Context: an optimization exercise on an open-source flow, tuned for small area. The choices shown serve that exercise and are no tape-out recipe.
RTL that was checked went through simulation tests only; none was proved equivalent to the original.
Power and IR drop assume default switching activity.

Setup of 04-23:
## calc2_top
module calc2_top ( out_data1, out_data2, out_data3, out_data4, out_resp1, out_resp2, out_resp3, out_resp4, out_tag1, out_tag2, out_tag3, out_tag4, c_clk, req1_cmd_in, req1_data_in, req1_tag_in, req2_cmd_in, req2_data_in, req2_tag_in, req3_cmd_in, req3_data_in, req3_tag_in, req4_cmd_in, req4_data_in, req4_tag_in, reset);
For scale: ~3600 cells after synthesis, roughly 940 flip-flops, ~300 I/O pins, ~0.044 mm2 of cells after synthesis.
==> module calc2_alu, before the edit <==
module calc2_alu (
   input [31:0]  x,
   input [31:0]  y,
   input         sh,       
   input         op,       
   output [31:0] res,
   output        ovf       
   );
   wire [31:0] yy = y ^ {32{op}};
   wire [32:0] cc;
   wire [32:0] sum;
   assign cc[0] = op;
   genvar i;
   generate for (i = 0; i < 32; i = i + 1) begin : g_fa
      assign sum[i]  = x[i] ^ yy[i] ^ cc[i];
      assign cc[i+1] = (x[i] & yy[i]) | (cc[i] & (x[i] ^ yy[i]));
   end endgenerate
   assign sum[32] = cc[32];
   wire [4:0]  ramt = op ? y[4:0] : 5'd0 - y[4:0];
   wire [63:0] xx   = {x, x};
   wire [31:0] rot  = xx >> ramt;
   wire [31:0] mask = (op ? (32'hffffffff >> y[4:0]) : (32'hffffffff << y[4:0])) & {16'hffff, op, 15'h7fff};
   assign res = sh ? (rot & mask) : sum[31:0];
   assign ovf = ~sh & (sum[32] ^ op);
endmodule
make LEC_CHECK=0 CAP_MARGIN=20 CORE_MARGIN=2 CORE_UTILIZATION=40 SLEW_MARGIN=20 finish   # period 7.0 ns
run.sh (not shown) runs the stock make flow with config.mk's settings and CLKGATE_MAP_FILE= SYNTH_SCRIPT=/design/flow/synth_recipe.tcl, a recipe that flattens the netlist after the stock synthesis.
| 04-23 | all stages done | FAIL | negative setup slack |
--- input diff 04-23..10-13 ---
--- a/flow/design.v
+++ b/flow/design.v
@@ -144,18 +144,9 @@
    input         op,       
    output [31:0] res,
    output        ovf       
    );
-   wire [31:0] yy = y ^ {32{op}};
-   wire [32:0] cc;
-   wire [32:0] sum;
-   assign cc[0] = op;
-   genvar i;
-   generate for (i = 0; i < 32; i = i + 1) begin : g_fa
-      assign sum[i]  = x[i] ^ yy[i] ^ cc[i];
-      assign cc[i+1] = (x[i] & yy[i]) | (cc[i] & (x[i] ^ yy[i]));
-   end endgenerate
-   assign sum[32] = cc[32];
+   wire [32:0] sum = {1'b0, x} + {1'b0, op ? ~y : y} + {32'd0, op};
    wire [4:0]  ramt = op ? y[4:0] : 5'd0 - y[4:0];
    wire [63:0] xx   = {x, x};
    wire [31:0] rot  = xx >> ramt;
    wire [31:0] mask = (op ? (32'hffffffff >> y[4:0]) : (32'hffffffff << y[4:0])) & {16'hffff, op, 15'h7fff};
### Flow results
Initial cell density of the core: 04-23 vs 10-13, no meaningful difference
Comparing setup slack for 04-23 and 10-13, the bigger number came from 10-13.
Every stage of the flow completed for 10-13, and the final layout passed the timing, design-rule and antenna checks.
[compare] base=04-23 new=10-13: combinational cell fraction of total power rose 0.2 points; minimum hold slack held; area of all placed cells without fillers now sits at about the same level; slew of the pin with the lowest slew margin picked up an extra 0.11 ns.
Function was not checked in any run of this note: the RTL went through the layout flow alone.

* * *

Another version of the RTL of calc2_top (not shown whole).
Size in the first run: about 5400 cells after synthesis, about 860 flip-flops, ~300 I/O pins, about 53000 um2 of cells after synthesis.
==> module calc2_port, before the edit <==
module calc2_port (
   input             clk,
   input             reset,
   input [3:0]       cmd_in,
   input [31:0]      data_in,
   input [1:0]       tag_in,
   output            q_add,       
   output            q_sh,        
   input [4:0]       pos_add,     
   input [4:0]       pos_sh,      
   output reg [1:0]  resp,
   output reg [31:0] data,
   output reg [1:0]  tag
   );
   reg [31:0] a;
   reg        c_add, c_sh, c_op, c_inv;
   reg [1:0]  c_tag;
   reg [1:0]  exp_tag;
   reg        i2_v, i3_v, inv_v;
   reg [1:0]  i2_tag, i3_tag, inv_tag;
   wire       cmd_nz  = |cmd_in;
   wire       tag_ok  = (tag_in == exp_tag) || (exp_tag == 2'd0);
   wire       is_add  = (cmd_in == 4'b0001) || (cmd_in == 4'b0010);
   wire       is_sh   = (cmd_in == 4'b0101) || (cmd_in == 4'b0110);
   always @(posedge clk) begin
      a     <= data_in;
      c_tag <= tag_in;
      c_op  <= cmd_in[1];         
      if (reset) begin
         c_add   <= 1'b0;
         c_sh    <= 1'b0;
         c_inv   <= 1'b0;
         exp_tag <= 2'd0;
      end else begin
         c_add <= is_add & tag_ok;
         c_sh  <= is_sh & tag_ok;
         c_inv <= cmd_nz & ~((is_add | is_sh) & tag_ok);
         if (cmd_nz) exp_tag <= tag_in + 2'd1;
      end
   end
   assign q_add = c_add;
   assign q_sh  = c_sh;
   wire [31:0] b = data_in;
   wire [32:0] sum = {1'b0, a} + {1'b0, c_op ? ~b : b} + {32'd0, c_op};
   wire        ovf = sum[32] ^ c_op;
   wire [31:0] shl = (a << b[4:0]) & 32'hffff7fff;
   wire [31:0] shr = a >> b[4:0];
   wire [31:0] res = c_sh ? (c_op ? shr : shl) : sum[31:0];
   wire [4:0]  pos = c_sh ? pos_sh : pos_add;
   reg [31:0] s_data [0:3];
   reg [4:0]  s_t    [0:3];     
   reg        s_ovf  [0:3];
   reg        s_add  [0:3];
   reg [1:0]  s_tag  [0:3];
   wire [3:0] fire, free;
   genvar k;
   generate for (k = 0; k < 4; k = k + 1) begin : g_slot
      assign fire[k] = (s_t[k] == 5'd1);
      assign free[k] = (s_t[k][4:1] == 4'd0);
   end endgenerate
   wire [3:0] sel = free[0] ? 4'b0001 : free[1] ? 4'b0010 : free[2] ? 4'b0100 : 4'b1000;
   wire       wr  = c_add | c_sh;
   generate for (k = 0; k < 4; k = k + 1) begin : g_slot_reg
      always @(posedge clk) begin
         if (wr & sel[k]) begin
            s_data[k] <= res;
            s_ovf[k]  <= c_add & ovf;
            s_add[k]  <= c_add;
            s_tag[k]  <= c_tag;
         end
         if (reset)
           s_t[k] <= 5'd0;
         else if (wr & sel[k])
           s_t[k] <= pos + 5'd2;
         else if (s_t[k] != 5'd0)
           s_t[k] <= s_t[k] - 5'd1;
      end
   end endgenerate
   integer j;
   reg        u_add, u_sh, r_hi, r_lo;
   reg [1:0]  t_add, t_sh;
   reg [31:0] d_or;
   always @* begin
      u_add = 1'b0; u_sh = 1'b0; r_hi = 1'b0; r_lo = 1'b0;
      t_add = 2'd0; t_sh = 2'd0; d_or = 32'd0;
      for (j = 0; j < 4; j = j + 1) begin
         if (fire[j]) begin
            d_or = d_or | s_data[j];
            r_hi = r_hi | s_ovf[j];
            r_lo = r_lo | ~s_ovf[j];
            if (s_add[j]) begin u_add = 1'b1; t_add = t_add | s_tag[j]; end
            else begin u_sh = 1'b1; t_sh = t_sh | s_tag[j]; end
         end
      end
   end
   wire unit = u_add | u_sh;
   always @* begin
      data = d_or;
      if (unit) begin
         resp = {r_hi, r_lo};
         tag  = u_add ? t_add : t_sh;
      end else begin
         resp = {inv_v, 1'b0};
         tag  = inv_tag;
      end
   end
   always @(posedge clk) begin
      i2_tag <= c_tag;
      i3_tag <= i2_tag;
      if (reset) begin
         i2_v  <= 1'b0;
         i3_v  <= 1'b0;
         inv_v <= 1'b0;
      end else begin
         i2_v <= c_inv;
         i3_v <= i2_v;
         if (i3_v && (!inv_v || !unit)) begin
            inv_v   <= 1'b1;
            inv_tag <= i3_tag;
         end else if (!unit)
           inv_v <= 1'b0;
      end
   end
endmodule
clock: 7.0 ns
lec_check: 0
cap_margin: 20
core_margin: 2
core_utilization: 40
slew_margin: 20
Edit:
--- a/flow/design.v
+++ b/flow/design.v
@@ -41,13 +41,15 @@
    assign q_add = c_add;
    assign q_sh  = c_sh;
    wire [31:0] b = data_in;
    wire [32:0] sum = {1'b0, a} + {1'b0, c_op ? ~b : b} + {32'd0, c_op};
    wire        ovf = sum[32] ^ c_op;
-   wire [31:0] shl = (a << b[4:0]) & 32'hffff7fff;
-   wire [31:0] shr = a >> b[4:0];
-   wire [31:0] res = c_sh ? (c_op ? shr : shl) : sum[31:0];
+   wire [4:0]  ramt = c_op ? b[4:0] : 5'd0 - b[4:0];
+   wire [63:0] aa   = {a, a};
+   wire [31:0] rot  = aa >> ramt;
+   wire [31:0] mask = (c_op ? (32'hffffffff >> b[4:0]) : (32'hffffffff << b[4:0])) & {16'hffff, c_op, 15'h7fff};
+   wire [31:0] res  = c_sh ? (rot & mask) : sum[31:0];
    wire [4:0]  pos = c_sh ? pos_sh : pos_add;
    reg [31:0] s_data [0:3];
    reg [4:0]  s_t    [0:3];     
    reg        s_ovf  [0:3];
    reg        s_add  [0:3];
Cell area fell by 4.0%.
Count of clock-buffer cells in the layout fell by 1.
Global-route usage fell by 1.0 points.
Utilization rose by 0.74 points.
Setup slack got worse by 210 ps.
First-iteration DRC count fell by 26%.
Sequential cell count does not change.
Clock power fell by 4.8%.
Total power fell by 0.67%.
The RTL of the second run of this note was laid out without a check of its function.

-- afterwards: timing with drivers on the ports --
No port has a modelled driver above. Below, the same layouts with a new extraction and two added sets of constraints.
Step 1, drivers: a clkbuf_16 drives c_clk and a buf_2 each remaining input, both assumed.
Step 2, shift: input delay + t, output delay - t, t = (earliest + latest rising clock arrival at the registers) / 2. This alone moves slack from input paths to output paths.
Three values: no drivers, after step 1, after step 2; two values: the first two.
run | t (ns) | setup WS [ns] | worst setup path at the end | clock arrival spread, ns
04-23 | 0.742 | -6.840 / -6.866 / -7.608 | input to register | 0.033 / 0.032
10-13 | 0.746 | 1.267 / 1.267 / 0.635 | input to register | 0.028 / 0.029
the first run of note 2 | 0.760 | 1.895 / 1.832 / 1.321 | input to register | 0.029 / 0.029
the second run of note 2 | 0.738 | 1.683 / 1.616 / 1.046 | input to register | 0.023 / 0.023
The setup slack of 04-23, which loses most, moves by -0.026 ns with the drivers and by -0.768 ns with both steps.
